What follows belongs to an exercise in optimizing a design on an open flow for small area, a short achievable clock period and few clock cycles per item; a production flow would make more cautious choices.
In this exercise RTL edits were held to simulation tests only and were not proved equivalent to the original.

v6:
Design aes128_core, start of the top module:
module aes128_core(
	input          clk,
	input          rst_n,      
	input          start,      
	input          decrypt,    
	input  [127:0] key,        
	input  [127:0] data_in,    
	output         ready,      
	output         done,       
	output [127:0] data_out
	);
Settings: LEC_CHECK=0, ABC_AREA=1, CAP_MARGIN=20, CORE_MARGIN=2, CORE_UTILIZATION=40, SLEW_MARGIN=20; clock period 12.0 ns.
run.sh (not shown) runs the stock make flow with config.mk's settings and CLKGATE_MAP_FILE= SYNTH_SCRIPT=/design/flow/synth_recipe.tcl, a recipe that flattens the netlist after the stock synthesis.
v6 ended with every stage complete and zero timing, DRC or antenna violations.
Testbench counts of v6, summed over its fixed seeds: cycles 5,144, items 512.
Here is what was changed in the inputs of v7 compared with v6.
# v6
export LEC_CHECK = 0
export ABC_AREA = 1
export CAP_MARGIN = 20
export CORE_MARGIN = 2
export CORE_UTILIZATION = 40
export SLEW_MARGIN = 20
create_clock -name core_clock -period 12.0 [get_ports {clk}]
# v7
export LEC_CHECK = 0
export ABC_AREA = 1
export CAP_MARGIN = 20
export CORE_MARGIN = 2
export CORE_UTILIZATION = 60
export SLEW_MARGIN = 20
create_clock -name core_clock -period 12.0 [get_ports {clk}]
## What came out
- Worst reg-to-reg path cell count shrinks by a few percent when moving from v6 to v7.
- Area occupied by multi-input gates of v7 is on par with v6.
- Comparing v6 and v7, utilization is higher on v7.
- From v6 to v7, post-CTS setup buffer count did not move at all.
- Comparing v6 and v7, ratio of routed vias to standard cells is lower on v6.
- Number of core rows for v7 is lower than for v6.
- v6 vs v7, worst setup path endpoint: sa[104] vs sa[56]

---

Another version of the RTL of aes128_core (not shown whole).
For scale: about 13000 cells after synthesis, about 730 flip-flops, ~390 I/O pins.
export LEC_CHECK = 0
export ABC_AREA = 1
export CAP_MARGIN = 20
export CORE_MARGIN = 2
export CORE_UTILIZATION = 40
export SLEW_MARGIN = 20
create_clock -name core_clock -period 12.0 [get_ports {clk}]
standard.sh (not shown) runs the stock make flow with config.mk's settings and CLKGATE_MAP_FILE= SYNTH_SCRIPT=/design/flow/synth_recipe.tcl, a recipe that flattens the netlist after the stock synthesis.
==> flow/flow/run.sh <==
#!/bin/bash
# Standard layout, with repair_timing asked to leave a setup margin and the
# port buffers made with buf_2 cells (the SDC, clock period and every other
# setting are unchanged). make's output goes to standard_make.log; ORFS keeps
# each step's log under orfs/logs.
set -euo pipefail
export SETUP_SLACK_MARGIN=8
export BUFFER_PORTS_ARGS="-buffer_cell sky130_fd_sc_hd__buf_2"
bash standard.sh > standard_make.log 2>&1
The baseline passed the timing, design-rule and antenna checks.
Testbench counts at the start, summed over its fixed seeds: cycles 5,144, items 512.
Change:
==> flow/flow/run.sh (replaced) <==
#!/bin/bash
# Standard layout, with repair_timing asked to leave a setup margin (the
# SDC, clock period and every other setting are unchanged).
set -euo pipefail
export SETUP_SLACK_MARGIN=8
bash standard.sh > standard_make.log 2>&1
Outcome: Die area is unchanged; count of clock-buffer cells in the layout goes up by 6; setup slack degrades by 0.16 ns; final cell count went up by 0.63%; core utilization went up by 2.2 points; via count rises by 2.7%; worst hold slack barely changes; design area rose by about 4.6%.

---

Starting RTL as in the previous note.
export LEC_CHECK = 0
export ABC_AREA = 1
export CAP_MARGIN = 20
export CORE_MARGIN = 2
export CORE_UTILIZATION = 40
export CTS_BUF_LIST = sky130_fd_sc_hd__clkbuf_8
export SLEW_MARGIN = 20
create_clock -name core_clock -period 12.0 [get_ports {clk}]
==> flow/flow/run.sh <==
#!/bin/bash
# Standard layout, with repair_timing asked to leave a setup margin and the
# port buffers made with buf_2 cells (the SDC, clock period and every other
# setting are unchanged). make's output goes to standard_make.log; ORFS keeps
# each step's log under orfs/logs.
set -euo pipefail
export SETUP_SLACK_MARGIN=7.85
export BUFFER_PORTS_ARGS="-buffer_cell sky130_fd_sc_hd__buf_2"
bash standard.sh > standard_make.log 2>&1
The starting point completed without violations.
Testbench counts at the start, summed over its fixed seeds: cycles 5,144, items 512.
Edit:
- CTS_BUF_LIST: sky130_fd_sc_hd__clkbuf_8 -> not set
Outcome: Critical path depth stays the same. Via count goes down by 0.55%. Final area stays flat. Cell count went down by 0.61%. Sequential cell count stays the same.

==> static timing again, ports no longer ideal <==
The flow's constraints put no driver on any port. The routed layouts listed below were extracted and timed again, unchanged, in two steps.
Step 1, drivers: a clkbuf_16 drives clk and a buf_2 each remaining input, both assumed.
Step 2 moves the port delays by t, midway between the first and last clock arrival at a register: inputs arrive t later, outputs are due t later. That takes back most of the time a late clock gives input paths.
a / b / c = no drivers / after step 1 / after step 2; a / b = the first two.
run | shift t [ns] | setup slack, ns | worst setup path at the end | worst data-port slew with drivers (ns)
v6 | 0.839 | 6.465 / 6.465 / 6.465 | register to register | 0.10
v7 | 0.795 | 6.358 / 6.358 / 6.358 | register to register | 0.11
the first run of note 2 | 0.831 | 8.079 / 8.066 / 7.436 | input to register | 0.30
the second run of note 2 | 0.837 | 7.922 / 7.981 / 7.144 | input to register | 0.26
the first run of note 3 | 1.030 | 7.875 / 7.854 / 7.411 | input to register | 0.29
the second run of note 3 | 0.834 | 7.881 / 7.881 / 7.421 | input to register | 0.29
After both steps setup and hold are still met in every run listed. The setup slack of the second run of note 2, which loses most, moves by +0.059 ns with the drivers and by -0.778 ns with both steps.
